Context: an optimization exercise on an open-source flow, tuned for small area. The choices shown serve that exercise and are no tape-out recipe.
Function was checked by simulation only, so behaviour that the tests miss may differ from the original.
Power and IR drop assume default switching activity.

==> flow/config.mk <==
export PLATFORM = sky130hd
export DESIGN_NAME = I2C_Top
export DESIGN_NICKNAME = I2C_Top
export VERILOG_FILES = /design/flow/design.v
export SDC_FILE = /design/flow/constraint.sdc
export NUM_CORES = 4
export LEC_CHECK = 0
export CAP_MARGIN = 20
export CORE_MARGIN = 2
export CORE_UTILIZATION = 40
export SLEW_MARGIN = 20
==> flow/constraint.sdc <==
create_clock -name core_clock -period 15.0 [get_ports {clk}]
set_input_delay 3.0000 -clock core_clock [delete_from_list [all_inputs] [get_ports {clk}]]
set_output_delay 3.0000 -clock core_clock [all_outputs]
set_load 0.01 [all_outputs]
==> flow/design.v <==
module i2c_master  
    (input clk,
    input rst,
    output Sda_Out,
    input Sda_In,
    input Processor_Ready,
    input [6:0] Peripheral_Address,
    input [7:0] Command_Data_Frames,
    input Scl_Out,
    input i2c_writes,  
    input [3:0] SHT_Reads,
    input CRC_Error_Out,
    input [2:0] Scl_State_Out,
    output [3:0] Bytes_Received,
    output [7:0] Data_Received,
    output [3:0] Output_Received_Counter,
    output [2:0] Master_State_Out,
    input Scl_Flag_Out
    );
    parameter Master_Processor = 3'b000;
    parameter Master_Start = 3'b001;
    parameter Master_Transmit_Address = 3'b010;
    parameter Master_Receive = 3'b011;
    parameter Master_Write = 3'b100; 
    parameter Master_Ack = 3'b101;
    parameter Master_End = 3'b110;
    parameter Scl_Start = 3'b000;
    parameter Scl_Transmit = 3'b001;
    parameter Scl_Ack = 3'b010;
    parameter Scl_Stop = 3'b011;
    wire [6:0] Master_Address;
    wire [7:0] Master_Frames; 
    wire Sda_Counter_Ready;
    wire Sda_Falling_Edge;
    wire Sda_Rising_Edge;
    reg [18:0] Processor_Counter;
    reg [8:0] Sda_Counter;
    reg [2:0] Master_Writes;
    reg [3:0] Transmit_Counter;
    reg [2:0] Master_State;
    reg Master_Data;
    reg [3:0] Receive_Counter;
    reg [7:0] Received_Data;
    reg Scl_Edge_Checker;
    reg [3:0] Local_Bytes_Received;
    reg [3:0] Total_Receive_Counter;
    reg Write_Flag;
    reg Ack_Error, Ack_Pass;
    reg r_or_w;
    reg Write_State_Flag;
    assign Master_Address = Peripheral_Address;
    assign Master_Frames = Command_Data_Frames;
    assign Sda_Out = Master_Data;
    assign Bytes_Received = Local_Bytes_Received;
    assign Data_Received = Received_Data;
    assign Output_Received_Counter = Total_Receive_Counter;
    assign Master_State_Out = Master_State;
    wire Scl_Falling_Edge, Scl_Rising_Edge;
    assign Sda_Counter_Ready = (Sda_Counter == 480);
    assign Scl_Falling_Edge = (Scl_Edge_Checker && !Scl_Out);
    assign Scl_Rising_Edge = (!Scl_Edge_Checker && Scl_Out);
    always @(posedge clk) begin
        if (rst) begin
            Master_State <= Master_Processor;
            Sda_Counter <= 5'd0;
            Transmit_Counter <= 4'd0;
            Local_Bytes_Received <= 4'd0;
            Total_Receive_Counter <= 4'd0;
            Write_Flag <= 1'b0;
            Ack_Error <= 1'b0;
            Master_Data <= 1'b1;
            Ack_Pass <= 1'b0;
            r_or_w <= 1'b0;
            Receive_Counter <= 4'd0;
            Write_State_Flag <= 1'b0;
            Master_Writes <= 1;
            Processor_Counter <= 0;
            Received_Data <= 8'd0;
            Scl_Edge_Checker <= 1'b0;
        end
        else begin
        case(Master_State)
            Master_Processor: begin  
                Processor_Counter <= Processor_Counter + 1;
                if (Processor_Ready && Processor_Counter > 480) begin  
                    Ack_Error <= 0;
                    Processor_Counter <= 0;
                    Master_State <= Master_Start;
                end
            end
            Master_Start: begin  
                if (Sda_Counter < 480) begin  
                    Sda_Counter <= Sda_Counter + 1;
                end
                Write_State_Flag <= 0;
                if ((Sda_In || Sda_Counter_Ready) && Scl_State_Out == Scl_Start) begin 
                    if (Scl_Out && Sda_Counter_Ready) begin
                        Master_Data <= 0; 
                    end
                    if (Sda_Counter_Ready && Scl_Flag_Out) begin  
                        Sda_Counter <= 0;
                        Master_State <= Master_Transmit_Address; 
                    end
                end
                if (Scl_State_Out !== Scl_Start && Sda_Counter_Ready) begin
                    Sda_Counter <= 0;
                end
            end
            Master_Transmit_Address: begin  
                if (!Scl_Out && Transmit_Counter < 8 && Scl_State_Out == Scl_Transmit) begin  
                    if (Sda_Counter < 480) begin  
                        Sda_Counter <= Sda_Counter + 1;
                        if (Master_Address[6-Transmit_Counter] && Sda_Counter > 240 && Transmit_Counter !== 7) begin  
                            Transmit_Counter <= Transmit_Counter + 1; 
                            Sda_Counter <= 0;
                            Master_Data <= 1;
                        end
                        if (!Master_Address[6-Transmit_Counter] && Sda_Counter > 240 && Transmit_Counter !== 7) begin
                            Transmit_Counter <= Transmit_Counter + 1; 
                            Sda_Counter <= 0;
                            Master_Data <= 0;
                        end
                        if (Transmit_Counter == 7 && Sda_Counter > 240) begin
                            Transmit_Counter <= Transmit_Counter + 1; 
                            Sda_Counter <= 0;
                        end
                    end        
                end
                if (Scl_Out && Transmit_Counter < 8) begin
                    Sda_Counter <= 0;
                end
                if (Transmit_Counter == 8) begin  
                    if (Sda_Counter < 480) begin  
                        Sda_Counter <= Sda_Counter + 1;
                    end
                    Master_Data <= r_or_w ? 1 : 0;
                    if (Sda_Counter_Ready && !Scl_Out) begin
                        Transmit_Counter <= 0; 
                        Sda_Counter <= 0;
                        Master_State <= Master_Ack; 
                    end 	
                end
            end
            Master_Ack: begin  
                if (!Scl_Out && !Write_Flag) begin 
                    if (Sda_Counter < 480) begin  
                        Sda_Counter <= Sda_Counter + 1;
                    end
                    if (Sda_Counter > 240) begin
                        Master_Data <= 1;  
                        Write_Flag <= 1;  
                        Sda_Counter <= 0;
                    end
                end
                if (Write_Flag) begin 
                    if (Scl_Out && !Sda_In) begin  
                        Ack_Pass <= 1;
                    end
                    if (Scl_Out && Sda_In) begin
                        Write_Flag <= 0; 
                        Ack_Error <= 1;
                        Master_State <= Master_End;
                    end
                    if (Ack_Pass && Scl_State_Out == Scl_Ack) begin
                        if (Master_Writes == 0) begin  
                            if (Sda_Counter < 480) begin  
                                Sda_Counter <= Sda_Counter + 1;
                            end
                            if (!Write_State_Flag) begin  
                                Sda_Counter <= 0;
                                Write_Flag <= 0; 
                                Ack_Pass <= 0;
                                Master_State <= Master_Receive; 
                            end
                            if (Write_State_Flag && Sda_Counter > 240) begin
                                Sda_Counter <= 0;
                                Write_Flag <= 0; 
                                Ack_Pass <= 0;
                                Master_Data <= 0;
                                Master_State <= Master_End;
                            end
                        end
                        else begin  
                            Write_Flag <= 0; 
                            Ack_Pass <= 0;
                            Master_State <= Master_Write; 
                        end
                    end
                end
            end
            Master_Write: begin  
                if (!Scl_Out && Transmit_Counter < 8 && Scl_State_Out == Scl_Transmit) begin  
                    if (Sda_Counter < 480) begin 
                        Sda_Counter <= Sda_Counter + 1;
                    end
                        if (Transmit_Counter < 8) begin
                            if (Master_Frames[7 - Transmit_Counter] && Sda_Counter > 240) begin  
                                Transmit_Counter <= Transmit_Counter + 1; 
                                Sda_Counter <= 0;
                                Master_Data <= 1;
                            end
                            else if (!Master_Frames[7 - Transmit_Counter] && Sda_Counter > 240) begin 
                                Transmit_Counter <= Transmit_Counter + 1; 
                                Sda_Counter <= 0;
                                Master_Data <= 0;
                            end
                        end
                        if (Transmit_Counter == 7 && Sda_Counter > 240) begin
                            Transmit_Counter <= Transmit_Counter + 1; 
                            Sda_Counter <= 0;
                        end
                    end
                if (Scl_Out && Transmit_Counter < 8) begin
                    Sda_Counter <= 0;
                end
                if (Transmit_Counter == 8) begin
                    if (Sda_Counter < 480) begin 
                        Sda_Counter <= Sda_Counter + 1;
                    end
                    if (Master_Writes == 1) begin  
                        r_or_w <= 1;
                        Write_State_Flag <= 1;  
                    end
                    if (Sda_Counter_Ready && !Scl_Out) begin
                        Master_Writes <= Master_Writes - 1;  
                        Transmit_Counter <= 0;
                        Master_State <= Master_Ack;
                    end
                end
            end
            Master_Receive: begin                                 
                if (Scl_Out) begin
                    Sda_Counter <= 0;
                end
                Scl_Edge_Checker <= Scl_Out;
                if (Receive_Counter < 8 && Scl_Rising_Edge) begin  
		            Receive_Counter <= Receive_Counter + 1;  
		            Received_Data[7-Receive_Counter] <= Sda_In;  
	            end
                if (Receive_Counter == 8 && !Scl_Out && !Scl_Falling_Edge) begin 
                    if (Sda_Counter < 480) begin  
                        Sda_Counter <= Sda_Counter + 1;
                    end
                    if (Sda_Counter > 240 && SHT_Reads !== Total_Receive_Counter) begin
                        Master_Data <= 0; 
                        Receive_Counter <= Receive_Counter + 1; 
                        Sda_Counter <= 0;
                    end
                    if (Sda_Counter > 240 && SHT_Reads == Total_Receive_Counter) begin  
                        Receive_Counter <= Receive_Counter + 1; 
                        Sda_Counter <= 0;
                    end
                end
                if (Receive_Counter == 9 && !Scl_Out) begin  
                    if (Sda_Counter < 480) begin  
                        Sda_Counter <= Sda_Counter + 1;
                    end
                    if (Sda_Counter > 240) begin
                        Local_Bytes_Received <= Local_Bytes_Received + 1; 
                        Master_Data <= 1;    
                        Receive_Counter <= 0; 
                        Total_Receive_Counter <= Total_Receive_Counter + 1;  
                        Sda_Counter <= 0;
                        if (SHT_Reads == Total_Receive_Counter) begin  
                            Total_Receive_Counter <= 0;
                            Master_Data <= 0; 
                            r_or_w <= 0;
                            Master_Writes <= i2c_writes; 
                            Master_State <= Master_End;                         
                        end
                    end                    
                end
                if (CRC_Error_Out) begin  
                    Receive_Counter <= 0;  
                    Scl_Edge_Checker <= 0;
                    Total_Receive_Counter <= 0;
                    Master_State <= Master_End;
                end
            end
            Master_End: begin
                if (Sda_Counter < 480) begin  
                        Sda_Counter <= Sda_Counter + 1;
                end
                if (Scl_State_Out == Scl_Stop) begin  
                    if (Scl_Out && Sda_Counter_Ready) begin
                        Sda_Counter <= 0;
                        Master_Data <= 1; 
                    end
                end
                if (Scl_State_Out == Scl_Start && Sda_Counter_Ready) begin  
                    Sda_Counter <= 0;
                    Master_State <= Master_Processor; 
                end
                if (Scl_State_Out == Scl_Transmit) begin  
                    Sda_Counter <= 0;
                end
            end
        endcase
        end
    end
endmodule
module i2c_scl 
    (input clk,
    input rst,
    output Scl_Out,
    input Sda_In,
    input [3:0] SHT_Reads,
    input [3:0] Output_Received_Counter,
    input [2:0] Master_State_Out,
    output [2:0] Scl_State_Out,
    output Scl_Flag_Out
    );
    parameter Scl_Start = 3'b000;
    parameter Scl_Transmit = 3'b001;
    parameter Scl_Ack = 3'b010;
    parameter Scl_Stop = 3'b011;
    parameter Master_Processor = 3'b000;
    parameter Master_Start = 3'b001;
    parameter Master_Transmit_Address = 3'b010;
    parameter Master_Receive = 3'b011;
    parameter Master_Write = 3'b100; 
    parameter Master_Ack = 3'b101;
    parameter Master_End = 3'b110;
    reg [2:0] Scl_State;
    reg [8:0] Scl_Counter;
    reg Scl_Out_Local;
    reg [4:0] Scl_Transmit_Counter;
    reg Scl_Flag; 
    wire Scl_Counter_Ready;
    assign Scl_Out = Scl_Out_Local;
    assign Scl_State_Out = Scl_State;
    assign Scl_Counter_Ready = (Scl_Counter == 480);
    assign Scl_Flag_Out = Scl_Flag;
    always @(posedge clk) begin
        if (rst) begin
            Scl_Counter <= 5'd0;
            Scl_Transmit_Counter <= 5'd0;
            Scl_State <= Scl_Start;
            Scl_Out_Local <= 1;
            Scl_Flag <= 0;
        end
        else begin
        case (Scl_State)
            Scl_Start: begin  
                if (Master_State_Out == Master_Start) begin  
                    if (!Sda_In && !Scl_Flag) begin
                        Scl_Counter <= Scl_Counter + 1;
                        if (Scl_Counter_Ready) begin
                            Scl_Out_Local <= 0;
                            Scl_Counter <= 0;
                            Scl_Flag <= 1;
                        end
                    end
                end
                if (Scl_Flag == 1) begin
                    Scl_Counter <= Scl_Counter + 1;
                    if (Scl_Counter_Ready) begin
                        Scl_Counter <= 0;
                        Scl_Flag <= 0;
                        Scl_State <= Scl_Transmit;
                    end
                end                
            end
            Scl_Transmit: begin  
                if (Scl_Transmit_Counter < 18) begin  
                    if (Scl_Counter_Ready) begin
                        if (Scl_Out) begin
                            Scl_Out_Local <= 0;
                            Scl_Counter <= 0;
                            Scl_Transmit_Counter <= Scl_Transmit_Counter + 1;
                        end
                        else begin
                            Scl_Out_Local <= 1;
                            Scl_Counter <= 0;
                            Scl_Transmit_Counter <= Scl_Transmit_Counter + 1;
                        end
                    end
                    else begin
                        Scl_Counter <= Scl_Counter + 1;
                    end
                end
                else begin
                    Scl_Counter <= 0;
                    Scl_Transmit_Counter <= 0; 
                    Scl_State <= Scl_Ack;
                end
            end
            Scl_Ack: begin  
                if (Master_State_Out == Master_End) begin 
                    Scl_State <= Scl_Stop;
                end
                if (Master_State_Out == Master_Start) begin
                    Scl_Counter <= Scl_Counter + 1;
                    if (Scl_Counter_Ready) begin
                        Scl_Out_Local <= 1;
                        Scl_Counter <= 0;
                        Scl_State <= Scl_Start;
                    end
                end
                else if ((Master_State_Out == Master_Receive && SHT_Reads != Output_Received_Counter) || Master_State_Out == Master_Transmit_Address || Master_State_Out == Master_Write) begin  
                    Scl_State <= Scl_Transmit;
                end
            end
            Scl_Stop: begin  
                if (Master_State_Out == Master_End) begin
                    Scl_Counter <= Scl_Counter + 1;
                    if (Scl_Counter > 240) begin
                        Scl_Counter <= 0;
                        Scl_Out_Local <= 1;
                    end
                end
                if (Sda_In && Scl_Out_Local) begin
                    Scl_State <= Scl_Start;
                end
            end
        endcase
        end
    end
endmodule
module i2c_sht40
    (
        input clk,
        input rst,
        input [3:0] Output_Received_Counter,
        input [7:0] Data_Received, 
        output [3:0] SHT_Reads,
        output [15:0] Temperature_Output,
        output [15:0] Humidity_Output,
        output Temp_Ready_Out, RH_Ready_Out,
        output CRC_Error_Out
    );
    parameter SHT_Initial = 3'b000;
    parameter SHT_1 = 3'b001;
    parameter SHT_2 = 3'b010;
    parameter SHT_3 = 3'b011;
    wire Sht_Writes;
    wire [2:0] Sht_Reads;
    wire [1:0] Sht_Checksum;
    wire [5:0] Poly;
    reg [7:0] Temp_CRC; 
    reg [2:0] SHT_State;
    reg CRC_Error;
    reg SHT1_Counter;
    reg SHT2_Counter;
    reg Temp_Ready, RH_Ready;
    reg [15:0] Temperature, Humidity;
    reg [3:0] CRC_Counter;
    reg SHT1_Flag, SHT2_Flag; 
    assign Sht_Writes = 1'b1;  
    assign Sht_Checksum = 2'd3;  
    assign Poly = 6'b110001;  
    assign SHT_Reads = 4'd5;
    assign Temperature_Output = Temperature;
    assign Humidity_Output = Humidity;
    assign Temp_Ready_Out = Temp_Ready;
    assign RH_Ready_Out = RH_Ready;
    assign CRC_Error_Out = CRC_Error;
    always @(posedge clk) begin
        if (rst) begin
            SHT_State <= SHT_Initial;
            CRC_Error <= 1'b0;
            SHT1_Counter <= 1'b0;
            SHT2_Counter <= 1'b0;
            CRC_Counter <= 4'd0;
            SHT1_Flag <= 0;
            SHT2_Flag <= 0;
            RH_Ready <= 0;
            Temp_Ready <= 0;
            Temp_CRC <= 8'd0;
            Temperature <= 16'd0;
            Humidity <= 16'd0;
        end
        else begin
        case (SHT_State)
            SHT_Initial: begin
                CRC_Error <= 0;
                if (Output_Received_Counter == 1) begin 
                    SHT_State <= SHT_1;
                    RH_Ready <= 0;
                end
                if (Output_Received_Counter == 4) begin 
                    Temp_Ready <= 0;
                    SHT_State <= SHT_1;
                end
            end
            SHT_1: begin
                if (Output_Received_Counter == 1 && ~SHT1_Flag) begin
                    Temperature[15:8] <= Data_Received;
                    SHT1_Flag <= 1;
                end
                if (Output_Received_Counter == 4 && ~SHT1_Flag) begin
                    Humidity[15:8] <= Data_Received;
                    SHT1_Flag <= 1;
                end
                if (~SHT1_Counter) begin  
                    Temp_CRC <= (8'b11111111 ^ Data_Received); 
                    SHT1_Counter <= 1;
                end  
                if (CRC_Counter < 8 && SHT1_Counter) begin
                    CRC_Counter <= CRC_Counter + 1;
                    if (Temp_CRC[7] == 1'b0) begin
                        Temp_CRC <= {Temp_CRC[6:0], 1'b0};
                    end
                    else begin
                        Temp_CRC <= {Temp_CRC[6:0], 1'b0} ^ Poly;	
                    end
                end
                if (Output_Received_Counter == 2 || Output_Received_Counter == 5) begin
                    SHT1_Counter <= 0;
                    CRC_Counter <= 0;
                    SHT1_Flag <= 0;
                    SHT_State <= SHT_2; 
                end
            end
            SHT_2: begin
                if (Output_Received_Counter == 2 && ~SHT2_Flag) begin
                    Temperature[7:0] <= Data_Received;
                    SHT2_Flag <= 1;
                end
                if (Output_Received_Counter == 5 && ~SHT2_Flag) begin
                    Humidity[7:0] <= Data_Received;
                    SHT2_Flag <= 1;
                end
                if (~SHT2_Counter) begin  
                    Temp_CRC <= Temp_CRC ^ Data_Received;
                    SHT2_Counter <= 1;
                end
                if (CRC_Counter < 8 && SHT2_Counter) begin
                    CRC_Counter <= CRC_Counter + 1;
                    if (Temp_CRC[7] == 0) begin
                        Temp_CRC <= {Temp_CRC[6:0], 1'b0};
                    end
                    else begin
                        Temp_CRC <= {Temp_CRC[6:0], 1'b0} ^ Poly;	
                    end
                end
                if (Output_Received_Counter == 3 || Output_Received_Counter == 0) begin
                    SHT2_Counter <= 0;
                    CRC_Counter <= 0;
                    SHT2_Flag <= 0;
                    SHT_State <= SHT_3; 
                end              
            end
            SHT_3: begin  
                if (Temp_CRC == Data_Received) begin
                    if (Output_Received_Counter == 3) begin
                        Temp_Ready <= 1;
                        SHT_State <= SHT_Initial;
                    end
                    if (Output_Received_Counter == 0) begin
                        RH_Ready <= 1;
                        SHT_State <= SHT_Initial;
                    end            
                end
                if (Temp_CRC !== Data_Received) begin  
                    CRC_Error <= 1;
                    SHT_State <= SHT_Initial;
                end
            end
        endcase
        end
    end
endmodule
module segdisplay 
    (
        input clk,
        input rst,
        input [15:0] i_temp, i_rh,
        input i_r_temp, i_r_rh,
        output reg an7, an6, an5, an4, an3, an2, an1, an0,  
        output reg ca, cb, cc, cd, ce, cf, cg, dp  
    );
    parameter zero = 7'b0000001;
    parameter one = 7'b1001111;
    parameter two = 7'b0010010;
    parameter three = 7'b0000110;
    parameter four = 7'b1001100;
    parameter five = 7'b0100100;
    parameter six = 7'b0100000;
    parameter seven = 7'b0001111;
    parameter eight = 7'b0000000;
    parameter nine = 7'b0000100;
    parameter f_letter = 7'b0111000;
    parameter h_letter = 7'b1001000;
    parameter blank = 7'b1111111;
    wire [6:0] digit_lut [15:0];
    assign digit_lut[15] = blank;
    assign digit_lut[14] = blank;
    assign digit_lut[13] = blank;
    assign digit_lut[12] = blank;
    assign digit_lut[11] = blank;
    assign digit_lut[10] = blank;
    assign digit_lut[9] = nine;
    assign digit_lut[8] = eight;
    assign digit_lut[7] = seven;
    assign digit_lut[6] = six;
    assign digit_lut[5] = five;
    assign digit_lut[4] = four;
    assign digit_lut[3] = three;
    assign digit_lut[2] = two;
    assign digit_lut[1] = one;
    assign digit_lut[0] = zero;
    wire [3:0] temp_deci;
    wire [6:0] temp_int;
    wire [31:0] temp_temp;
    wire [31:0] temp_rh;
    wire [3:0] rh_deci;
    wire [6:0] rh_int;
    reg [3:0] out_digit;
    reg [3:0] temp_bcd_shifts;
    reg [14:0] double_dabble_temp;  
    reg [3:0] temp_tens;
    reg [3:0] temp_ones;
    reg [3:0] rh_bcd_shifts;
    reg [14:0] double_dabble_rh;  
    reg [3:0] rh_tens;
    reg [3:0] rh_ones;
    reg [20:0] counter;
    reg dd_temp_flag;
    reg dd_rh_flag;
    reg i_r_temp_flag;
    reg i_r_rh_flag;
    reg digit_out_flag;
    assign temp_rh = (i_rh * 1250) >> 16;  
    assign rh_deci = temp_rh % 10;  
    assign rh_int = ((i_rh * 125) >> 16) - 6;  
    assign temp_temp = (i_temp * 3150) >> 16; 
    assign temp_deci = temp_temp % 10;  
    assign temp_int = ((i_temp * 315) >> 16) - 49;  
    always @(posedge clk) begin
        if (rst) begin
            double_dabble_temp <= 15'd0;
            temp_bcd_shifts <= 0;
            temp_tens <= 4'd0;
            temp_ones <= 4'd0;
            dd_temp_flag <= 0;
            i_r_temp_flag <= 0;
        end
        else begin
        if (i_r_temp && ~i_r_temp_flag) begin  
            if (dd_temp_flag == 0) begin
                double_dabble_temp [6:0] <= temp_int;
                double_dabble_temp [14:7] <= 0;
                dd_temp_flag <= 1;
            end
            if (temp_bcd_shifts < 7 && dd_temp_flag == 1) begin
                temp_bcd_shifts <= temp_bcd_shifts + 1;
                double_dabble_temp <= {double_dabble_temp[13:0], 1'b0};
                if (double_dabble_temp[9:6] > 4 && temp_bcd_shifts !== 6) begin  
                    double_dabble_temp[10:7] <= double_dabble_temp[9:6] + 3;
                end               
            end
            if (temp_bcd_shifts == 7) begin 
                temp_bcd_shifts <= 0;
                dd_temp_flag <= 0;
                temp_tens <= double_dabble_temp [14:11];
                temp_ones <= double_dabble_temp [10:7];
                i_r_temp_flag <= 1;
            end
        end
        if (~i_r_temp)
            i_r_temp_flag <= 0;
        end
    end
    always @(posedge clk) begin
        if (rst) begin
            double_dabble_rh <= 15'd0;
            rh_bcd_shifts <= 0;
            rh_tens <= 4'd0;
            rh_ones <= 4'd0;
            dd_rh_flag <= 0;
            i_r_rh_flag <= 0;
        end
        else begin
        if (i_r_rh && ~i_r_rh_flag) begin  
            if (dd_rh_flag == 0) begin
                double_dabble_rh [6:0] <= rh_int;
                double_dabble_rh [14:7] <= 0;
                dd_rh_flag <= 1;
            end
            if (rh_bcd_shifts < 7 && dd_rh_flag == 1) begin 
                rh_bcd_shifts <= rh_bcd_shifts + 1;
                double_dabble_rh <= {double_dabble_rh[13:0], 1'b0};
                if (double_dabble_rh[9:6] > 4 && rh_bcd_shifts !== 6) begin  
                    double_dabble_rh[10:7] <= double_dabble_rh[9:6] + 3;
                end               
            end
            if (rh_bcd_shifts == 7) begin 
                rh_bcd_shifts <= 0;
                dd_rh_flag <= 0;
                rh_tens <= double_dabble_rh [14:11];
                rh_ones <= double_dabble_rh [10:7];
                i_r_rh_flag <= 1;
            end
        end
        if (~i_r_rh)
            i_r_rh_flag <= 0;
        end
    end
    always @(posedge clk) begin
        if (rst) begin
            {an7, an6, an5, an4, an3, an2, an1, an0} <= 8'hFF;
            {ca, cb, cc, cd, ce, cf, cg, dp} <= 8'hFF;
            out_digit <= 1;
            counter <= 0;
            digit_out_flag <= 0;
        end
        else begin
        case (out_digit)  
            1: begin
                if (~digit_out_flag) begin
                    {an7, an6, an5, an4, an3, an2, an1, an0} <= 8'b01111111;
                    {ca, cb, cc, cd, ce, cf, cg} <= digit_lut[temp_tens];
                    dp <= 1;
                    digit_out_flag <= 1;
                end
                counter <= counter + 1;
                if (counter > 2000) begin
                    digit_out_flag <= 0;
                    counter <= 0;
                    out_digit <= 2;
                end
            end
            2: begin
                if (~digit_out_flag) begin
                    {an7, an6, an5, an4, an3, an2, an1, an0} <= 8'b10111111;
                    {ca, cb, cc, cd, ce, cf, cg} <= digit_lut[temp_ones];
                    dp <= 0;
                    digit_out_flag <= 1;
                end
                counter <= counter + 1;
                if (counter > 2000) begin
                    digit_out_flag <= 0;
                    counter <= 0;
                    out_digit <= 3;
                end
            end
            3: begin
                if (~digit_out_flag) begin
                    {an7, an6, an5, an4, an3, an2, an1, an0} <= 8'b11011111;
                    {ca, cb, cc, cd, ce, cf, cg} <= digit_lut[temp_deci];
                    dp <= 1;
                    digit_out_flag <= 1;      
                end 
                counter <= counter + 1;
                if (counter > 2000) begin
                    digit_out_flag <= 0;
                    counter <= 0;
                    out_digit <= 4;
                end         
            end
            4: begin  
                if (~digit_out_flag) begin              
                    {an7, an6, an5, an4, an3, an2, an1, an0} <= 8'b11101111;
                    {ca, cb, cc, cd, ce, cf, cg} <= f_letter;
                    dp <= 1;
                    digit_out_flag <= 1;
                end
                counter <= counter + 1;
                if (counter > 2000) begin
                    digit_out_flag <= 0;
                    counter <= 0;
                    out_digit <= 5;
                end
            end
            5: begin
                if (~digit_out_flag) begin
                    {an7, an6, an5, an4, an3, an2, an1, an0} <= 8'b11110111;
                    {ca, cb, cc, cd, ce, cf, cg} <= digit_lut[rh_tens];
                    dp <= 1;
                    digit_out_flag <= 1;
                end
                counter <= counter + 1;
                if (counter > 2000) begin
                    digit_out_flag <= 0;
                    counter <= 0;
                    out_digit <= 6;
                end
            end
            6: begin
                if (~digit_out_flag) begin
                    {an7, an6, an5, an4, an3, an2, an1, an0} <= 8'b11111011;
                    {ca, cb, cc, cd, ce, cf, cg} <= digit_lut[rh_ones];
                    dp <= 0;
                    digit_out_flag <= 1;
                end
                counter <= counter + 1;
                if (counter > 2000) begin
                    digit_out_flag <= 0;
                    counter <= 0;
                    out_digit <= 7;
                end
            end
            7: begin
                if (~digit_out_flag) begin
                    {an7, an6, an5, an4, an3, an2, an1, an0} <= 8'b11111101;
                    {ca, cb, cc, cd, ce, cf, cg} <= digit_lut[rh_deci];
                    dp <= 1;
                    digit_out_flag <= 1;
                end
                counter <= counter + 1;
                if (counter > 2000) begin
                    digit_out_flag <= 0;
                    counter <= 0;
                    out_digit <= 8;
                end
            end
            8: begin
                if (~digit_out_flag) begin
                    {an7, an6, an5, an4, an3, an2, an1, an0} <= 8'b11111110;
                    {ca, cb, cc, cd, ce, cf, cg} <= h_letter;
                    dp <= 1;
                    digit_out_flag <= 1;
                end
                counter <= counter + 1;
                if (counter > 2000) begin
                    digit_out_flag <= 0;
                    counter <= 0;
                    out_digit <= 1;
                end
            end
        endcase
        end
    end
endmodule
module I2C_Top
    (
        input clk,
        input rst,  
        input processor,
        input Sda_In,  
        output Sda_Out,  
        output Scl_Out,  
        output an7, an6, an5, an4, an3, an2, an1, an0, ca, cb, cc, cd, ce, cf, cg, dp
    );
    wire [6:0] Address;
    wire [7:0] Data_Frames;
    wire writes;
    wire [3:0] shtreads, bytesreceived, outputreceivedcounter;
    wire [2:0] masterstateout;
    wire [7:0] datareceived;
    wire [15:0] tempoutput, rhoutput;
    wire tempreadyout, rhreadyout;
    wire [2:0] sclstateout;
    wire CRC_Error_Out;
    wire Scl_Flag_Out;
    i2c_master master1 (
        .clk (clk),
        .rst (rst),
        .Sda_Out(Sda_Out),
        .Sda_In(Sda_In),
        .Processor_Ready(processor),
        .Command_Data_Frames(Data_Frames),
        .Peripheral_Address(Address),
        .Scl_Out(Scl_Out),
        .i2c_writes(writes),
        .SHT_Reads(shtreads),
        .Bytes_Received(bytesreceived),
        .Data_Received(datareceived),
        .Output_Received_Counter(outputreceivedcounter),
        .Master_State_Out(masterstateout),
        .Scl_State_Out(sclstateout),
        .CRC_Error_Out(CRC_Error_Out),
        .Scl_Flag_Out(Scl_Flag_Out)
        );
    i2c_sht40 peripheral1 (
        .clk (clk),
        .rst (rst),
        .Output_Received_Counter(outputreceivedcounter),
        .Data_Received(datareceived),
        .SHT_Reads(shtreads),
        .Temperature_Output(tempoutput),
        .Humidity_Output(rhoutput),
        .Temp_Ready_Out(tempreadyout),
        .RH_Ready_Out(rhreadyout),
        .CRC_Error_Out(CRC_Error_Out)
        );
    i2c_scl scl1 (
        .clk(clk),
        .rst (rst),
        .Scl_Out(Scl_Out),
        .Sda_In(Sda_In),
        .SHT_Reads(shtreads),
        .Output_Received_Counter(outputreceivedcounter),
        .Master_State_Out(masterstateout),
        .Scl_State_Out(sclstateout),
        .Scl_Flag_Out(Scl_Flag_Out)
    );
    segdisplay segdisplay1 (
        .clk(clk),
        .rst (rst),
        .i_temp(tempoutput),
        .i_rh(rhoutput),
        .i_r_temp(tempreadyout),
        .i_r_rh(rhreadyout),
        .an7(an7),
        .an6(an6),
        .an5(an5),
        .an4(an4),
        .an3(an3),
        .an2(an2),
        .an1(an1),
        .an0(an0),
        .ca(ca),
        .cb(cb),
        .cc(cc),
        .cd(cd),
        .ce(ce),
        .cf(cf),
        .cg(cg),
        .dp(dp)
    );
    assign Address = 7'b1000100;  
    assign Data_Frames = 8'b11100000;  
    assign writes = 1'b1;
endmodule
==> flow/run.sh <==
#!/bin/bash
# synth_recipe.tcl (not shown) runs the flow's synth.tcl, then flattens the netlist and writes it again
# the make line also repeats each setting of config.mk as NAME=value (left out here)
make -C /OpenROAD-flow-scripts/flow DESIGN_CONFIG=/design/flow/config.mk WORK_HOME=/design/flow/orfs CLKGATE_MAP_FILE= SYNTH_SCRIPT=/design/flow/synth_recipe.tcl finish
==> summary.txt, run 1 <==
dominant cell type by area after synthesis: dfxtp_1
syn_nets: 3832
DRT Wirelength: 68400 um
critical path type: flip-flop to flip-flop
post-synthesis cell type count: 120
Hold Path Cell Cnt: 2
antenna violations before repair: 0
Flop pwr share: 0.420
gr usage total: 0.195
clk_skew: 15.3 ps
number of synthesized flops with an enable pin: 0
Gate power share: 0.109
Final Hold Fails: 0
syn avg cell area: 7.93 um2
drt pass-1 iters: 6
Async SR Flop Fraction: 0
startpoint class of the critical path: flip-flop
Starting Density: 0.406
Final Wtd Congestion: 0.923
CP bufs+invs: 5
ranking of synthesized cells by area: dfxtp_1 17%, ha_1 13%, fa_1 12%, nor2_1 5.1%, inv_1 4.5%
time the worst path needs with I/O delays and setup: 11560 ps
Cell Rows: 94
Port Buffers: 21
Via Count: 24000
hpwl dp: 52400 um
worst hold path startpoint: segdisplay1.double_dabble_rh[5]$_SDFFE_PP0P_
Placed Area: 0.0276 mm2
clk buf depth: 3
Rel. slew slack: 0.373
Die Y: 263 um
layout cells sized above 1: 0.0500
largest net degree at the start of global routing: 69
IO Pins: 22
Synthesis Warnings: 4
crit share post-route: 0.771
hold_buf cts: 0
most used cell, CP: ha_1
clk root buf: clkbuf_16
worst slew pin tran: 941 ps
Final Cell Area: 0.0287 mm2
Cells after Synth: 3381
predominant post-synthesis flop cell: dfxtp_1
# setup viols final: 0
Worst-Skew Late Latency: 570 ps
Top Family by Delay on Critical Path: adder cells
global-route wire length before repair: 116000 um
Iter 0 DRT Violations: 1763
die area: 0.0691 mm2
die width: 263 um
Synth-to-Final Area Change: 6.91%
Clock Power Share: 0.471
startpoint of the worst register-to-register path: peripheral1.Humidity[7]$_SDFFE_PP0P_
CTS resizes: 0
vias in the first global route: 22900
Worst IR Drop VDD: 0.0866 mV
pwr dens: 55.5 mW/mm2
Arrival @ worst endpoint: 11980 ps
TritonCTS clock tree: built
Fmax achieved: 86.5 MHz
Net count, final: 3746
reg2reg setup slack: 3440 ps
Worst Path Required: 15420 ps
clock sink total: 232
internal cell power: 1.17 mW
RSZ-0062 raised after global routing: false
Util after Layout: 0.434
CTS buffer count: 29
Clock Pin Slew Worst Setup and Hold Paths: 60 ps
PnR Total Power: 1.59 mW
htree depth: 1
synthesized cell area: 0.0268 mm2
register area share after synthesis: 0.173
CP endpoint kind: flip-flop
average routed wire per standard cell: 16.4 um
net load switching power: 0.418 mW
r2r endpoint: segdisplay1.cc$_SDFFE_PP1P_
# DRC: 0
max-slew violation count: 0
Hold WS: 455 ps
Worst Hold End: segdisplay1.double_dabble_rh[5]$_SDFFE_PP0P_
slowest stage delay, CP: 650 ps
status: no timing/DRC/antenna violations
Lkg Pwr: 13.1 nW
Switching Share: 0.263
Max-Cap Viols: 0
Setup Fix Bufs, Post-CTS: 0
Core ar.: 0.0661 mm2
reg2reg path depth: 38
Synth top area share: 0.173
Max Fanout on Critical Path: 15
gr ovfl total: 0
register bit total from synthesis: 232
DR vias/cell: 5.74
Final ANT Viol Nets: 0
total negative setup slack: 0 ps
Hold/Removal Path Class: flip-flop to flip-flop
CP max-delay cell: dfxtp_1
diodes inserted: 0
==> synth_stat cells (10+ instances only) <==
master,n
a21o_1,48
o22ai_1,30
o21a_1,18
a31oi_1,51
xor2_1,56
nand2b_1,32
buf_2,16
ha_1,280
o21ai_0,147
o31ai_1,17
nand2_1,250
fa_1,167
nand3_1,101
o21bai_1,10
nor4_1,26
or2_2,15
o2111ai_1,10
dfxtp_1,232
xnor2_1,88
a21oi_1,237
and2_1,21
or3_1,22
a41oi_1,10
o21ai_1,14
and3_1,40
nor3_1,94
nor2_1,362
mux2i_1,62
o211ai_1,38
a22oi_1,21
nand4_1,40
a221oi_1,13
nor2b_1,26
inv_1,320
and4_1,10
clkbuf_1,128
a211oi_1,63
==> registers in the layout, indices dropped and copies added (netlist names), 5 cells and up <==
| register | cells |
|---|---|
| segdisplay1.counter | 21 |
| master1.Processor_Counter | 19 |
| peripheral1.Humidity | 16 |
| peripheral1.Temperature | 16 |
| segdisplay1.double_dabble_rh | 15 |
| segdisplay1.double_dabble_temp | 15 |
| master1.Sda_Counter | 9 |
| scl1.Scl_Counter | 9 |
| master1.Received_Data | 8 |
| peripheral1.Temp_CRC | 8 |
| scl1.Scl_Transmit_Counter | 5 |
==> stage by stage <==
step	worst slack, ps	std cells
global route	2410	4182
global placement	3860	4128
CTS	3520	4182
finish	3440	4182
floorplan	5070	3381
detailed placement	3570	4128
==> worst min-delay path: cells and delay by family (launching register included) <==
family,cells,cell delay [ps]
and+or+nand+nor,1,50
DFF,1,310
AOI/OAI and AO/OA,1,50
==> power by group through the flow <==
stage	Sequential, mW	Combinational [mW]	Clock (mW)
2_1_floorplan	0.669	0.145	0
3_3_place_gp	0.681	0.170	0
3_5_place_dp	0.681	0.172	0
4_1_cts	0.668	0.173	0.769
5_1_grt	0.673	0.194	0.792
6_report	0.668	0.174	0.750
==> layout make-up <==
type | instances | area [um2]
fill | 6723 | 37400
multi-input combinational | 2667 | 20300
sequential | 232 | 4640
inverter | 323 | 1210
tap | 864 | 1080
clock buffer | 41 | 821
timing repair buffer | 42 | 369
clock inverter | 13 | 205
==> kinds of logic after synthesis <==
family	synth area share
compound gates	0.224
xor+xnor	0.0476
fa+ha+maj	0.259
buf+inv	0.0693
flops	0.173
mux	0.0271
simple gates	0.200
==> per-layer routing <==
layer  share of wire  track usage
met4           0.020       0.0460
met3           0.048       0.0210
met1            0.47        0.267
met2            0.46        0.330
met5               0            0
==> how the worst max path moves through the flow <==
stage	startpoint	end	cells past startpoint
detailed placement	peripheral1.Humidity[7]$_SDFFE_PP0P_	segdisplay1.cc$_SDFFE_PP1P_	38
global route	peripheral1.Humidity[6]$_SDFFE_PP0P_	segdisplay1.cc$_SDFFE_PP1P_	38
finish	peripheral1.Humidity[7]$_SDFFE_PP0P_	segdisplay1.cc$_SDFFE_PP1P_	38
floorplan	peripheral1.Humidity[7]$_SDFFE_PP0P_	segdisplay1.ce$_SDFFE_PP1P_	39
global placement	peripheral1.Temperature[6]$_SDFFE_PP0P_	segdisplay1.cf$_SDFFE_PP1P_	37
CTS	peripheral1.Humidity[7]$_SDFFE_PP0P_	segdisplay1.cc$_SDFFE_PP1P_	38
==> layout by cell type (no fill, tap or decap), types with 13 or more instances in the layout <==
cell type and n:
dfxtp_1 232, clkbuf_16 29, a22oi_1 21, inv_1 320, or2_2 15, xor2_1 56, o21ai_1 13, fa_1 167
o31ai_1 17, and2_1 21, a21o_1 48, a211oi_1 63, ha_1 280, nor3_1 94, o211ai_1 38, a21oi_1 236
a221oi_1 13, mux2i_1 62, buf_4 21, nand2_1 250, clkdlybuf4s50_1 20, a31oi_1 51, xnor2_1 88, nor2b_1 26
or3_1 22, nand3_1 101, o21ai_0 147, o21a_1 18, nand2b_1 32, nand4_1 40, nor2_1 362, o22ai_1 30
and3_1 40, nor4_1 26
==> run 2: changes to the inputs <==
--- a/flow/design.v
+++ b/flow/design.v
@@ -569,95 +569,29 @@
         input i_r_temp, i_r_rh,
-        output reg an7, an6, an5, an4, an3, an2, an1, an0,  
-        output reg ca, cb, cc, cd, ce, cf, cg, dp  
+        output an7, an6, an5, an4, an3, an2, an1, an0,  
+        output ca, cb, cc, cd, ce, cf, cg, dp  
     );
-    parameter zero = 7'b0000001;
-    parameter one = 7'b1001111;
-    parameter two = 7'b0010010;
-    parameter three = 7'b0000110;
-    parameter four = 7'b1001100;
-    parameter five = 7'b0100100;
-    parameter six = 7'b0100000;
-    parameter seven = 7'b0001111;
-    parameter eight = 7'b0000000;
-    parameter nine = 7'b0000100;
-    parameter f_letter = 7'b0111000;
-    parameter h_letter = 7'b1001000;
-    parameter blank = 7'b1111111;
-    wire [6:0] digit_lut [15:0];
-    assign digit_lut[15] = blank;
-    assign digit_lut[14] = blank;
-    assign digit_lut[13] = blank;
-    assign digit_lut[12] = blank;
-    assign digit_lut[11] = blank;
-    assign digit_lut[10] = blank;
-    assign digit_lut[9] = nine;
-    assign digit_lut[8] = eight;
-    assign digit_lut[7] = seven;
-    assign digit_lut[6] = six;
-    assign digit_lut[5] = five;
-    assign digit_lut[4] = four;
-    assign digit_lut[3] = three;
-    assign digit_lut[2] = two;
-    assign digit_lut[1] = one;
-    assign digit_lut[0] = zero;
-    wire [3:0] temp_deci;
-    wire [6:0] temp_int;
-    wire [31:0] temp_temp;
-    wire [31:0] temp_rh;
-    wire [3:0] rh_deci;
-    wire [6:0] rh_int;
-    reg [3:0] out_digit;
-    reg [3:0] temp_bcd_shifts;
-    reg [14:0] double_dabble_temp;  
-    reg [3:0] temp_tens;
-    reg [3:0] temp_ones;
-    reg [3:0] rh_bcd_shifts;
-    reg [14:0] double_dabble_rh;  
-    reg [3:0] rh_tens;
-    reg [3:0] rh_ones;
-    reg [20:0] counter;
-    reg dd_temp_flag;
-    reg dd_rh_flag;
-    reg i_r_temp_flag;
-    reg i_r_rh_flag;
-    reg digit_out_flag;
-    assign temp_rh = (i_rh * 1250) >> 16;  
-    assign rh_deci = temp_rh % 10;  
-    assign rh_int = ((i_rh * 125) >> 16) - 6;  
-    assign temp_temp = (i_temp * 3150) >> 16; 
-    assign temp_deci = temp_temp % 10;  
-    assign temp_int = ((i_temp * 315) >> 16) - 49;  
+    wire [18:0] t5 = {3'b000, i_temp} + {1'b0, i_temp, 2'b00};
+    wire [24:0] pt = {t5, 6'b0} - {6'b0, t5};
+    wire [18:0] dt = {3'b0, pt[15:0]} + {1'b0, pt[15:0], 2'b00};
+    wire [3:0] temp_deci = dt[18:15];
+    wire [17:0] h3 = {2'b00, i_rh} + {1'b0, i_rh, 1'b0};
+    wire [22:0] ph = {i_rh, 7'b0} - {5'b0, h3};
+    wire [18:0] dh = {3'b0, ph[15:0]} + {1'b0, ph[15:0], 2'b00};
+    wire [3:0] rh_deci = dh[18:15];
+    reg [6:0] ut, uh;
+    reg [3:0] kt, kh;
+    reg ft, fh;
     always @(posedge clk) begin
         if (rst) begin
-            double_dabble_temp <= 15'd0;
-            temp_bcd_shifts <= 0;
-            temp_tens <= 4'd0;
-            temp_ones <= 4'd0;
-            dd_temp_flag <= 0;
-            i_r_temp_flag <= 0;
-        end
-        else begin
-        if (i_r_temp && ~i_r_temp_flag) begin  
-            if (dd_temp_flag == 0) begin
-                double_dabble_temp [6:0] <= temp_int;
-                double_dabble_temp [14:7] <= 0;
-                dd_temp_flag <= 1;
-            end
-            if (temp_bcd_shifts < 7 && dd_temp_flag == 1) begin
-                temp_bcd_shifts <= temp_bcd_shifts + 1;
-                double_dabble_temp <= {double_dabble_temp[13:0], 1'b0};
-                if (double_dabble_temp[9:6] > 4 && temp_bcd_shifts !== 6) begin  
-                    double_dabble_temp[10:7] <= double_dabble_temp[9:6] + 3;
-                end               
-            end
-            if (temp_bcd_shifts == 7) begin 
-                temp_bcd_shifts <= 0;
-                dd_temp_flag <= 0;
-                temp_tens <= double_dabble_temp [14:11];
-                temp_ones <= double_dabble_temp [10:7];
-                i_r_temp_flag <= 1;
+            ut <= 7'd49; kt <= 0; ft <= 0;
+        end else begin
+            if (i_r_temp && ~ft) begin
+                if (kt == 8) begin
+                    kt <= 0;
+                    ut <= pt[22:16];
+                    ft <= 1;
+                end else
+                    kt <= kt + 1;
             end
-        end
-        if (~i_r_temp)
-            i_r_temp_flag <= 0;
+            if (~i_r_temp) ft <= 0;
         end
@@ -666,160 +600,76 @@
         if (rst) begin
-            double_dabble_rh <= 15'd0;
-            rh_bcd_shifts <= 0;
-            rh_tens <= 4'd0;
-            rh_ones <= 4'd0;
-            dd_rh_flag <= 0;
-            i_r_rh_flag <= 0;
-        end
-        else begin
-        if (i_r_rh && ~i_r_rh_flag) begin  
-            if (dd_rh_flag == 0) begin
-                double_dabble_rh [6:0] <= rh_int;
-                double_dabble_rh [14:7] <= 0;
-                dd_rh_flag <= 1;
+            uh <= 7'd6; kh <= 0; fh <= 0;
+        end else begin
+            if (i_r_rh && ~fh) begin
+                if (kh == 8) begin
+                    kh <= 0;
+                    uh <= ph[22:16];
+                    fh <= 1;
+                end else
+                    kh <= kh + 1;
             end
-            if (rh_bcd_shifts < 7 && dd_rh_flag == 1) begin 
-                rh_bcd_shifts <= rh_bcd_shifts + 1;
-                double_dabble_rh <= {double_dabble_rh[13:0], 1'b0};
-                if (double_dabble_rh[9:6] > 4 && rh_bcd_shifts !== 6) begin  
-                    double_dabble_rh[10:7] <= double_dabble_rh[9:6] + 3;
-                end               
-            end
-            if (rh_bcd_shifts == 7) begin 
-                rh_bcd_shifts <= 0;
-                dd_rh_flag <= 0;
-                rh_tens <= double_dabble_rh [14:11];
-                rh_ones <= double_dabble_rh [10:7];
-                i_r_rh_flag <= 1;
-            end
-        end
-        if (~i_r_rh)
-            i_r_rh_flag <= 0;
+            if (~i_r_rh) fh <= 0;
         end
     end
+    reg [10:0] cnt;
+    reg [2:0] sd;
+    reg blank;
+    reg [3:0] code;
+    wire [2:0] nd = sd + 1;
+    wire [6:0] v = nd[2] ? (uh - 7'd6) : (ut - 7'd49);
+    wire [3:0] tens = (v >= 100) ? 4'd15 : v / 10;
+    wire [3:0] ones = v % 10;
+    reg [3:0] ncode;
+    always @(*) begin
+        case (nd[1:0])
+            2'd0: ncode = tens;
+            2'd1: ncode = ones;
+            2'd2: ncode = nd[2] ? rh_deci : temp_deci;
+            default: ncode = nd[2] ? 4'd11 : 4'd10;
+        endcase
+    end
     always @(posedge clk) begin
         if (rst) begin
-            {an7, an6, an5, an4, an3, an2, an1, an0} <= 8'hFF;
-            {ca, cb, cc, cd, ce, cf, cg, dp} <= 8'hFF;
-            out_digit <= 1;
-            counter <= 0;
-            digit_out_flag <= 0;
+            cnt <= 11'd2001;
+            sd <= 3'd7;
+            blank <= 1;
+            code <= 4'd15;
+        end else begin
+            if (cnt == 11'd2001) begin
+                cnt <= 0;
+                sd <= nd;
+                blank <= 0;
+                code <= ncode;
+            end else
+                cnt <= cnt + 1;
         end
-        else begin
-        case (out_digit)  
-            1: begin
-                if (~digit_out_flag) begin
-                    {an7, an6, an5, an4, an3, an2, an1, an0} <= 8'b01111111;
-                    {ca, cb, cc, cd, ce, cf, cg} <= digit_lut[temp_tens];
-                    dp <= 1;
-                    digit_out_flag <= 1;
-                end
-                counter <= counter + 1;
-                if (counter > 2000) begin
-                    digit_out_flag <= 0;
-                    counter <= 0;
-                    out_digit <= 2;
-                end
-            end
-            2: begin
-                if (~digit_out_flag) begin
-                    {an7, an6, an5, an4, an3, an2, an1, an0} <= 8'b10111111;
-                    {ca, cb, cc, cd, ce, cf, cg} <= digit_lut[temp_ones];
-                    dp <= 0;
-                    digit_out_flag <= 1;
-                end
-                counter <= counter + 1;
-                if (counter > 2000) begin
-                    digit_out_flag <= 0;
-                    counter <= 0;
-                    out_digit <= 3;
-                end
-            end
-            3: begin
-                if (~digit_out_flag) begin
-                    {an7, an6, an5, an4, an3, an2, an1, an0} <= 8'b11011111;
-                    {ca, cb, cc, cd, ce, cf, cg} <= digit_lut[temp_deci];
-                    dp <= 1;
-                    digit_out_flag <= 1;      
-                end 
-                counter <= counter + 1;
-                if (counter > 2000) begin
-                    digit_out_flag <= 0;
-                    counter <= 0;
-                    out_digit <= 4;
-                end         
-            end
-            4: begin  
-                if (~digit_out_flag) begin              
-                    {an7, an6, an5, an4, an3, an2, an1, an0} <= 8'b11101111;
-                    {ca, cb, cc, cd, ce, cf, cg} <= f_letter;
-                    dp <= 1;
-                    digit_out_flag <= 1;
-                end
-                counter <= counter + 1;
-                if (counter > 2000) begin
-                    digit_out_flag <= 0;
-                    counter <= 0;
-                    out_digit <= 5;
-                end
-            end
-            5: begin
-                if (~digit_out_flag) begin
-                    {an7, an6, an5, an4, an3, an2, an1, an0} <= 8'b11110111;
-                    {ca, cb, cc, cd, ce, cf, cg} <= digit_lut[rh_tens];
-                    dp <= 1;
-                    digit_out_flag <= 1;
-                end
-                counter <= counter + 1;
-                if (counter > 2000) begin
-                    digit_out_flag <= 0;
-                    counter <= 0;
-                    out_digit <= 6;
-                end
-            end
-            6: begin
-                if (~digit_out_flag) begin
-                    {an7, an6, an5, an4, an3, an2, an1, an0} <= 8'b11111011;
-                    {ca, cb, cc, cd, ce, cf, cg} <= digit_lut[rh_ones];
-                    dp <= 0;
-                    digit_out_flag <= 1;
-                end
-                counter <= counter + 1;
-                if (counter > 2000) begin
-                    digit_out_flag <= 0;
-                    counter <= 0;
-                    out_digit <= 7;
-                end
-            end
-            7: begin
-                if (~digit_out_flag) begin
-                    {an7, an6, an5, an4, an3, an2, an1, an0} <= 8'b11111101;
-                    {ca, cb, cc, cd, ce, cf, cg} <= digit_lut[rh_deci];
-                    dp <= 1;
-                    digit_out_flag <= 1;
-                end
-                counter <= counter + 1;
-                if (counter > 2000) begin
-                    digit_out_flag <= 0;
-                    counter <= 0;
-                    out_digit <= 8;
-                end
-            end
-            8: begin
-                if (~digit_out_flag) begin
-                    {an7, an6, an5, an4, an3, an2, an1, an0} <= 8'b11111110;
-                    {ca, cb, cc, cd, ce, cf, cg} <= h_letter;
-                    dp <= 1;
-                    digit_out_flag <= 1;
-                end
-                counter <= counter + 1;
-                if (counter > 2000) begin
-                    digit_out_flag <= 0;
-                    counter <= 0;
-                    out_digit <= 1;
-                end
-            end
+    end
+    assign an7 = blank | (sd != 3'd0);
+    assign an6 = blank | (sd != 3'd1);
+    assign an5 = blank | (sd != 3'd2);
+    assign an4 = blank | (sd != 3'd3);
+    assign an3 = blank | (sd != 3'd4);
+    assign an2 = blank | (sd != 3'd5);
+    assign an1 = blank | (sd != 3'd6);
+    assign an0 = blank | (sd != 3'd7);
+    assign dp = an6 & an2;
+    reg [6:0] seg;
+    always @(*) begin
+        case (code)
+            4'd0: seg = 7'b0000001;
+            4'd1: seg = 7'b1001111;
+            4'd2: seg = 7'b0010010;
+            4'd3: seg = 7'b0000110;
+            4'd4: seg = 7'b1001100;
+            4'd5: seg = 7'b0100100;
+            4'd6: seg = 7'b0100000;
+            4'd7: seg = 7'b0001111;
+            4'd8: seg = 7'b0000000;
+            4'd9: seg = 7'b0000100;
+            4'd10: seg = 7'b0111000;
+            4'd11: seg = 7'b1001000;
+            default: seg = 7'b1111111;
         endcase
-        end
     end
+    assign {ca, cb, cc, cd, ce, cf, cg} = seg;
 endmodule
==> summary.txt, run 2 <==
Worst IR Drop VDD: 0.0853 mV (-1.5%)
Die Y: 195 um (-26%)
register area: 0.00364 mm2 (-22%)
diodes inserted: 0 (unchanged)
Iter 0 DRT Violations: 978 (-45%)
mux share of post-synthesis cell area: 0.0470 (+0.0199)
most frequent cells in the layout: 224 x nor2_1, 182 x dfxtp_1, 155 x nand2_1
total negative setup slack: 0 ps (unchanged)
die width: 195 um (-26%)
die area: 0.0380 mm2 (-45%)
biggest regs: master1.Processor_Counter x19, peripheral1.Humidity x16, peripheral1.Temperature x16
most frequent cell after synthesis: nor2_1
Final ANT Viol Nets: 0 (unchanged)
Cells after Synth: 1907 (-44%)
Synth Area in Adders: 0.129 (-0.130)
hpwl dp: 27100 um (-48%)
r2r endpoint: segdisplay1.seg[1]$_DFF_P_
Rel. slew slack: 0.284 (-0.0885)
clk buf depth: 2 (-1)
status: no timing/DRC/antenna violations
Synthesis Warnings: 4 (unchanged)
startpoint class of the critical path: flip-flop
Final Wtd Congestion: 0.918 (-0.53%)
Core ar.: 0.0357 mm2 (-46%)
clk_skew: 12.1 ps (-3.17 ps)
number of synthesized flops with an enable pin: 0 (unchanged)
dominant cell type by area after synthesis: dfxtp_1
CTS resizes: 0 (unchanged)
Max-Cap Viols: 0 (unchanged)
Port Buffers: 21 (unchanged)
Simple-Gate Fraction of Synth Area: 0.231 (+0.0310)
register area share after synthesis: 0.250 (+0.0767)
Cell Rows: 69 (-27%)
Compound-Gate Fraction of Synth Area: 0.226 (+0.00187)
critical path type: flip-flop to flip-flop
Hold WS: 473 ps (+18.7 ps)
average routed wire per standard cell: 16.0 um (-2.0%)
post-synthesis cell type count: 91 (-24%)
Setup Fix Bufs, Post-CTS: 0 (unchanged)
ranking of synthesized cells by area: dfxtp_1 25%, ha_1 11%, nor2_1 5.8%, a21oi_1 5.0%, mux2i_1 4.1%
gr ovfl total: 0 (unchanged)
Clock Pin Slew Worst Setup and Hold Paths: 70 ps (about the same)
# DRC: 0 (unchanged)
max-slew violation count: 0 (unchanged)
Synth-to-Final Area Change: 7.51%
Max Fanout on Critical Path: 6 (-9)
IO Pins: 22 (unchanged)
slowest stage delay, CP: 500 ps (-150 ps)
htree depth: 4 (+3)
vias in the first global route: 12600 (-45%)
Hold Path Cell Cnt: 1 (-1)
Worst setup endpoint: segdisplay1.seg[1]$_DFF_P_
Synth top area share: 0.250 (+0.0767)
syn_nets: 2054 (-46%)
hold_buf cts: 0 (unchanged)
pwr dens: 115 mW/mm2 (+110%)
time the worst path needs with I/O delays and setup: 7090 ps (-4470 ps)
Top reg by flops: master1.Processor_Counter
Hold/Removal Path Class: flip-flop to flip-flop
fill cell count: 3645 (-46%)
Final Hold Fails: 0 (unchanged)
filler-free cell count of the finished design: 2340 (-44%)
clock sink total: 182 (-22%)
Worst-Skew Late Latency: 460 ps (-110 ps)
syn avg cell area: 7.65 um2 (-3.6%)
Net count, final: 2013 (-46%)
# setup viols final: 0 (unchanged)
worst slew pin tran: 1070 ps (+125 ps)
Fmax achieved: 141 MHz (+63%)
Lkg Pwr: 6.39 nW (-51%)
CP Launch Point: peripheral1.Temperature[0]$_SDFFE_PP0P_
Starting Density: 0.408 (+0.00214)
Largest register FFs: 19 (-9.5%)
Worst Path Required: 15380 ps (-40 ps)
worst hold path startpoint: master1.Ack_Pass$_SDFFE_PP0P_
Via Count: 13500 (-44%)
Place WS: 7980 ps (+4410 ps)
TritonCTS clock tree: built
Synth top cells by count: 224 x nor2_1, 182 x dfxtp_1, 155 x nand2_1
clk root buf: clkbuf_16
final worst setup slack: 7910 ps (+4470 ps)
gr usage total: 0.200 (+0.00456)
xor-xnor portion of the synthesized cell area: 0.0685 (+0.0209)
drt pass-1 iters: 5 (-1)
Arrival @ worst endpoint: 7470 ps (-4510 ps)
largest family of logic cells by synthesized area: simple AND/OR/NAND/NOR gates
antenna violations before repair: 0 (unchanged)
layout cells sized above 1: 0.0420 (-0.00799)
startpoint of the worst register-to-register path: peripheral1.Temperature[0]$_SDFFE_PP0P_
Async SR Flop Fraction: 0 (unchanged)
PnR Total Power: 1.80 mW (+13%)
CP max-delay cell: a31oi_1
commonest non-fill, non-tap cell in the layout: nor2_1
reg2reg path depth: 30 (-21%)
global-route wire length before repair: 63600 um (-45%)
reg2reg setup slack: 7910 ps (+4470 ps)
DR vias/cell: 5.78 (+0.71%)
register bit total from synthesis: 182 (-22%)
CP endpoint kind: flip-flop
Multi-input gate area: 0.0102 mm2 (-50%)
DRT Wirelength: 37500 um (-45%)
predominant post-synthesis flop cell: dfxtp_1
Post-Place Cells: 2308 (-44%)
synthesized cell area: 0.0146 mm2 (-46%)
crit share post-route: 0.473 (-0.298)
CTS buffer count: 17 (-41%)
RSZ-0062 raised after global routing: false
largest net degree at the start of global routing: 73 (+5.8%)
-- run 2: cell count changes after synthesis, moves of 28 or more --
| cell | before | now |
|---|---|---|
| nor2_1 | 362 | 224 |
| a211oi_1 | 63 | 28 |
| ha_1 | 280 | 133 |
| a21oi_1 | 237 | 147 |
| inv_1 | 320 | 96 |
| clkbuf_1 | 128 | 80 |
| fa_1 | 167 | 10 |
| dfxtp_1 | 232 | 182 |
| a31oi_1 | 51 | 23 |
| nand2_1 | 250 | 155 |
| nand3_1 | 101 | 58 |
-- run 2: report_power, final --
group	switching, mW	internal [mW]	leakage [nW]
registers	0.0752	0.539	1.48
logic	0.436	0.281	4.63
clock network	0.227	0.236	0.279
-- run 2: logic make-up after synthesis --
| kind of cell | count (synthesis) |
|---|---|
| muxes | 67 |
| AOI/OAI and AO/OA | 509 |
| adders and majority gates | 144 |
| DFF | 182 |
| buffers and inverters | 188 |
| and+or+nand+nor | 703 |
| xor gates and xnor gates | 114 |
-- run 2: metrics by stage --
stage / utilization / instance area (um2)
final: 0.439 / 15700
after global routing: 0.439 / 15700
after CTS: 0.438 / 15700
after detailed placement: 0.422 / 15100
after global placement: 0.422 / 15100
after floorplan: - / 14600
-- run 2: worst max-delay path: cells and delay by family (launching register included) --
family,cells,cell delay (ps)
buf+inv,2,240
flops,1,380
fa+ha+maj,5,1490
simple gates,7,1290
xor+xnor,2,340
compound gates,14,3260
-- run 2: metal layers --
metal / share of wire / track usage / vias up
met3: 0.054 / 0.0342 / 42
li1: - / - / 6793
met2: 0.45 / 0.315 / 331
met5: 0 / 0 / -
met4: 0.013 / 0.0551 / 0
met1: 0.49 / 0.280 / 6364
-- run 2: worst min path at each step --
stage | to | slack, ps
final | master1.Ack_Pass$_SDFFE_PP0P_ | 470
after global routing | peripheral1.SHT1_Flag$_SDFFE_PP0P_ | 500
after CTS | peripheral1.SHT1_Flag$_SDFFE_PP0P_ | 470
after detailed placement | peripheral1.SHT1_Flag$_SDFFE_PP0P_ | 460
after global placement | peripheral1.SHT1_Flag$_SDFFE_PP0P_ | 450
after floorplan | segdisplay1.fh$_SDFFE_PP0P_ | 440
-- run 2: layout make-up --
cell class                      instances  area share
Multi-Input combinational cell       1537       0.652
Sequential cell                       182       0.232
Tap cell                              461      0.0368
Clock inverter                         15     0.00990
Timing Repair Buffer                   31      0.0180
Clock buffer                           17      0.0271
Inverter                               97      0.0234

## re-timing with driven ports
No port has a modelled driver above. Below, the same layouts with a new extraction and two added sets of constraints.
Step 1 assumes that a clkbuf_16 drives the clock port and a buf_2 every other input.
Step 2 times the ports against the registers' clock, not the clock port: input delays grow and output delays shrink by t, the midpoint of the rising clock arrivals with the driver on.
a / b / c = no drivers / after step 1 / after step 2; a / b = the first two.
run | t, ns | slack for setup (ns) | worst hold slack (ns) | worst register clock-pin slew, ns | worst slew at a driven data input, ns
run 1 | 0.616 | 3.442 / 3.442 / 3.442 | 0.455 / 0.455 / 0.455 | 0.06 / 0.06 | 0.04
run 2 | 0.506 | 7.912 / 7.912 / 7.912 | 0.473 / 0.473 / 0.473 | 0.08 / 0.08 | 0.04
After both steps every run listed still meets setup and hold.
